This design comes from an exercise in tuning for small area on the open sky130 flow, not from production work. The RTL was checked by simulation tests, not by an equivalence proof against the original design. Power figures rest on the tool's default switching activity, not on a simulated workload.

the previous run:
## nuclear_top
module nuclear_top(
    input clk_100MHz,
    input reset,
    input [11:0] sw,
    output hsync,
    output vsync,
    output [11:0] rgb
);
    simple_nuclear_display display(
        .clk_100MHz(clk_100MHz),
        .reset(reset),
        .sw(sw),
        .hsync(hsync),
        .vsync(vsync),
        .rgb(rgb)
    );
endmodule
export LEC_CHECK = 0
export ABC_AREA = 1
export CAP_MARGIN = 20
export CORE_MARGIN = 2
export CORE_UTILIZATION = 40
export SLEW_MARGIN = 20
export BUFFER_PORTS_ARGS = -buffer_cell sky130_fd_sc_hd__buf_1
export POST_FLOORPLAN_TCL = /design/flow/flow/downsize.tcl
export CTS_ARGS = -sink_clustering_enable -repair_clock_nets -dont_use_dummy_load
create_clock -name core_clock -period 14.0 [get_ports {clk_100MHz}]
standard.sh (not shown) runs the stock make flow with config.mk's settings and CLKGATE_MAP_FILE= SYNTH_SCRIPT=/design/flow/synth_recipe.tcl, a recipe that flattens the netlist after the stock synthesis.
==> flow/flow/run.sh <==
#!/bin/bash
# Layout flow: the standard ORFS flow (standard.sh) unchanged, plus
#  - port buffers of the smallest buffer cell (buf_1) instead of the default,
#  - after floorplan, every logic cell set to the smallest drive of its kind
#    (the design has ~8 ns of slack; later repair steps size up where needed),
#  - clock tree without dummy loads, from small clock buffers.
set -euo pipefail
here=$(pwd)
cat >> config.mk <<EOC
export BUFFER_PORTS_ARGS = -buffer_cell sky130_fd_sc_hd__buf_1
export POST_FLOORPLAN_TCL = $here/flow/downsize.tcl
export CTS_ARGS = ${FLOW_CTS_ARGS:--sink_clustering_enable -repair_clock_nets -dont_use_dummy_load}
EOC
bash standard.sh finish > "$here/flow_make.log" 2>&1
==> flow/flow/downsize.tcl <==
# Set every non-sequential cell to the smallest-area drive strength of the same
# cell family (same name but the _N suffix), keeping its pins.
set ::dont_use_pats $::env(DONT_USE_CELLS)
proc is_dont_use {name} {
  foreach p $::dont_use_pats { if {[string match $p $name]} { return 1 } }
  return 0
}
set n 0
foreach inst [[ord::get_db_block] getInsts] {
  set m [$inst getMaster]
  set name [$m getName]
  if {![regexp {^(sky130_fd_sc_hd__[a-z0-9]+)_([0-9]+)$} $name -> base drive]} { continue }
  if {[regexp {df|dl|sdf|edf|conb|tap|fill|decap|clkbuf|clkinv|clkdly|dlygate|buf} $base]} { continue }
  set best $name
  set best_area [expr {[$m getWidth] * [$m getHeight]}]
  foreach d {0 1 2 4 6 8 12 16} {
    set cand ${base}_$d
    set cm [[ord::get_db] findMaster $cand]
    if {$cm == "NULL" || [is_dont_use $cand]} { continue }
    set a [expr {[$cm getWidth] * [$cm getHeight]}]
    if {$a < $best_area} { set best $cand; set best_area $a }
  }
  if {$best ne $name} {
    replace_cell [$inst getName] $best
    incr n
  }
}
puts "downsize: $n cells set to a smaller drive"
> inputs changed (the previous run -> the current run)
Settings: POST_FLOORPLAN_TCL no longer set, was /design/flow/flow/downsize.tcl; BUFFER_PORTS_ARGS no longer set, was -buffer_cell sky130_fd_sc_hd__buf_1; CTS_ARGS no longer set, was -sink_clustering_enable -repair_clock_nets -dont_use_dummy_load.
==> flow/run.sh (new file) <==
#!/bin/bash
# synth_recipe.tcl (not shown) runs the flow's synth.tcl, then flattens the netlist and writes it again
# the make line also repeats each setting of config.mk as NAME=value (left out here)
make -C /OpenROAD-flow-scripts/flow DESIGN_CONFIG=/design/flow/config.mk WORK_HOME=/design/flow/orfs CLKGATE_MAP_FILE= SYNTH_SCRIPT=/design/flow/synth_recipe.tcl finish
removed: flow/flow/run.sh
removed: flow/flow/downsize.tcl
removed: flow/standard.sh
--- outcome ---
Routed length on met2 went up by a little under 10% going from the previous run to the current run.
For the flop-to-flop setup slack, the current run came in 510 ps higher than the previous run did.
Sort the current run and the previous run by post-synthesis to final-layout area growth, descending, and the current run comes first.
From the previous run to the current run the numbers moved as follows: power density over the cells down 2.5 mW/mm^2, final area +about 7%, final worst-path cycle share increased by 2.7 points relative to the old numbers.
On global routing met3 resource utilization, the lower figure sits with the current run, not the previous run.
[compare] base=the previous run new=the current run: total power now larger; clock period minus final worst setup slack now larger; filler-free cell count of the finished design comparable.

* * *

Another version of the RTL of nuclear_top (not shown whole).
Size: about 230 cells after synthesis.
export LEC_CHECK = 0
export ABC_AREA = 1
export CAP_MARGIN = 20
export CORE_MARGIN = 2
export CORE_UTILIZATION = 40
export SLEW_MARGIN = 20
export BUFFER_PORTS_ARGS = -buffer_cell sky130_fd_sc_hd__buf_1
export POST_FLOORPLAN_TCL = /design/flow/flow/downsize.tcl
export CTS_ARGS = -repair_clock_nets -dont_use_dummy_load -root_buf sky130_fd_sc_hd__clkbuf_8 -buf_list {sky130_fd_sc_hd__clkbuf_8}
create_clock -name core_clock -period 14.0 [get_ports {clk_100MHz}]
==> flow/flow/run.sh <==
#!/bin/bash
# Layout flow: the standard ORFS flow (standard.sh), with these changes:
#  - synthesis is the standard flow's script (synth_recipe.tcl) with only ABC's mapping script
#    replaced by flow/map.abc (area-oriented mapping, no buffering or upsizing);
#    the registers, their cells and names are the standard synthesis's: the standard
#    synthesis runs first, and flow/fixnames.py gives any register whose name yosys
#    numbered (rather than naming it after its net) the standard synthesis's name;
#  - port buffers of the smallest buffer cell (buf_1) instead of the default;
#  - after floorplan, every logic cell set to the smallest drive of its kind
#    (the design has ~8 ns of slack; later repair steps size up where needed);
#  - clock tree without dummy loads.
# Every tool's output is in orfs/logs/ (the standard synthesis's in std_logs/);
# make's own output in flow_*.log.
set -euo pipefail
here=$(pwd)
res=$here/orfs/results/$FLOW_PLATFORM/nuclear_top/base
# 1. the standard synthesis, for its register names
bash standard.sh synth > "$here/flow_std_synth.log" 2>&1
cp "$res/1_2_yosys.v" "$here/std_1_2_yosys.v"
cp -r "$here/orfs/logs" "$here/std_logs"
rm -rf "$here/orfs"
# 2. this flow's synthesis, names fixed to the standard ones
sed "s|@ABC_SCRIPT@|$here/flow/map.abc|" flow/synth_tmpl.tcl > "$here/flow_synth.tcl"
cat >> config.mk <<EOC
export BUFFER_PORTS_ARGS = -buffer_cell sky130_fd_sc_hd__buf_1
export POST_FLOORPLAN_TCL = $here/flow/downsize.tcl
export CTS_ARGS = -repair_clock_nets -dont_use_dummy_load -root_buf sky130_fd_sc_hd__clkbuf_8 -buf_list {sky130_fd_sc_hd__clkbuf_8}
EOC
bash standard.sh "SYNTH_SCRIPT=$here/flow_synth.tcl" "$res/1_2_yosys.v" > "$here/flow_synth.log" 2>&1
python3 flow/fixnames.py "$here/std_1_2_yosys.v" "$res/1_2_yosys.v" > "$here/fixnames.log" 2>&1
# 3. the rest of the standard flow
bash standard.sh "SYNTH_SCRIPT=$here/flow_synth.tcl" finish > "$here/flow_make.log" 2>&1
Other scripts of this flow, unchanged in this note and not shown: flow/flow/downsize.tcl, flow/flow/fixnames.py, flow/flow/map.abc, flow/flow/synth_tmpl.tcl
The starting point ran to the end with no violations.
Next try:
--- a/flow/flow/run.sh
+++ b/flow/flow/run.sh
@@ -25,5 +25,5 @@
 export BUFFER_PORTS_ARGS = -buffer_cell sky130_fd_sc_hd__buf_1
 export POST_FLOORPLAN_TCL = $here/flow/downsize.tcl
-export CTS_ARGS = -repair_clock_nets -dont_use_dummy_load -root_buf sky130_fd_sc_hd__clkbuf_8 -buf_list {sky130_fd_sc_hd__clkbuf_8}
+export CTS_ARGS = -sink_clustering_enable -sink_clustering_size 50 -sink_clustering_max_diameter 1000 -repair_clock_nets -dont_use_dummy_load -root_buf sky130_fd_sc_hd__clkbuf_8 -buf_list {sky130_fd_sc_hd__clkbuf_8}
 EOC
 bash standard.sh "SYNTH_SCRIPT=$here/flow_synth.tcl" "$res/1_2_yosys.v" > "$here/flow_synth.log" 2>&1
--- a/flow/config.mk
+++ b/flow/config.mk
@@ -13,3 +13,3 @@
 export BUFFER_PORTS_ARGS = -buffer_cell sky130_fd_sc_hd__buf_1
 export POST_FLOORPLAN_TCL = /design/flow/flow/downsize.tcl
-export CTS_ARGS = -repair_clock_nets -dont_use_dummy_load -root_buf sky130_fd_sc_hd__clkbuf_8 -buf_list {sky130_fd_sc_hd__clkbuf_8}
+export CTS_ARGS = -sink_clustering_enable -sink_clustering_size 50 -sink_clustering_max_diameter 1000 -repair_clock_nets -dont_use_dummy_load -root_buf sky130_fd_sc_hd__clkbuf_8 -buf_list {sky130_fd_sc_hd__clkbuf_8}
After rerunning:
- setup slack is unchanged
- die area does not change
- design area does not change
- via count is unchanged
- cell count does not change
- global-route usage is unchanged
- sequential power barely changes
- utilization does not change
- total power does not change
Next try:
--- a/flow/flow/run.sh
+++ b/flow/flow/run.sh
@@ -25,5 +25,5 @@
 export BUFFER_PORTS_ARGS = -buffer_cell sky130_fd_sc_hd__buf_1
 export POST_FLOORPLAN_TCL = $here/flow/downsize.tcl
-export CTS_ARGS = -sink_clustering_enable -sink_clustering_size 50 -sink_clustering_max_diameter 1000 -repair_clock_nets -dont_use_dummy_load -root_buf sky130_fd_sc_hd__clkbuf_8 -buf_list {sky130_fd_sc_hd__clkbuf_8}
+export CTS_ARGS = -sink_clustering_enable -repair_clock_nets -dont_use_dummy_load
 EOC
 bash standard.sh "SYNTH_SCRIPT=$here/flow_synth.tcl" "$res/1_2_yosys.v" > "$here/flow_synth.log" 2>&1
--- a/flow/config.mk
+++ b/flow/config.mk
@@ -13,3 +13,3 @@
 export BUFFER_PORTS_ARGS = -buffer_cell sky130_fd_sc_hd__buf_1
 export POST_FLOORPLAN_TCL = /design/flow/flow/downsize.tcl
-export CTS_ARGS = -sink_clustering_enable -sink_clustering_size 50 -sink_clustering_max_diameter 1000 -repair_clock_nets -dont_use_dummy_load -root_buf sky130_fd_sc_hd__clkbuf_8 -buf_list {sky130_fd_sc_hd__clkbuf_8}
+export CTS_ARGS = -sink_clustering_enable -repair_clock_nets -dont_use_dummy_load
=> Worst setup slack is unchanged. Sequential power barely changes. Clock skew stays the same.

## afterwards: timing with drivers on the ports
The flow's constraints put no driver on any port. The routed layouts listed below were extracted and timed again, unchanged, in two steps. Step 1 (the two cells are an assumption about what drives the block):
set clk [get_ports {clk_100MHz}]
set_driving_cell -lib_cell sky130_fd_sc_hd__clkbuf_16 $clk
set_driving_cell -lib_cell sky130_fd_sc_hd__buf_2 [delete_from_list [all_inputs] $clk]
Step 2 moves the port delays by t, midway between the first and last clock arrival at a register: inputs arrive t later, outputs are due t later. That takes back most of the time a late clock gives input paths. Slacks: ideal / step 1 / step 2; pairs: ideal / step 1.
| run | t (ns) | setup WS [ns] | worst hold slack (ns) | worst data-port slew with drivers (ns) |
|---|---|---|---|---|
| the previous run | 0.290 | 8.571 / 8.545 / 8.835 | 0.441 / 0.441 / 0.441 | 0.03 |
| the current run | 0.294 | 8.188 / 8.162 / 8.456 | 0.440 / 0.440 / 0.440 | 0.03 |
| the first run of note 2 | 0.286 | 7.788 / 7.760 / 8.046 | 0.410 / 0.410 / 0.410 | 0.03 |
| the second run of note 2 | 0.286 | 7.788 / 7.760 / 8.046 | 0.410 / 0.410 / 0.410 | 0.03 |
| the third run of note 2 | 0.286 | 7.788 / 7.760 / 8.046 | 0.410 / 0.410 / 0.410 | 0.03 |
After both steps setup and hold are still met in every run listed.
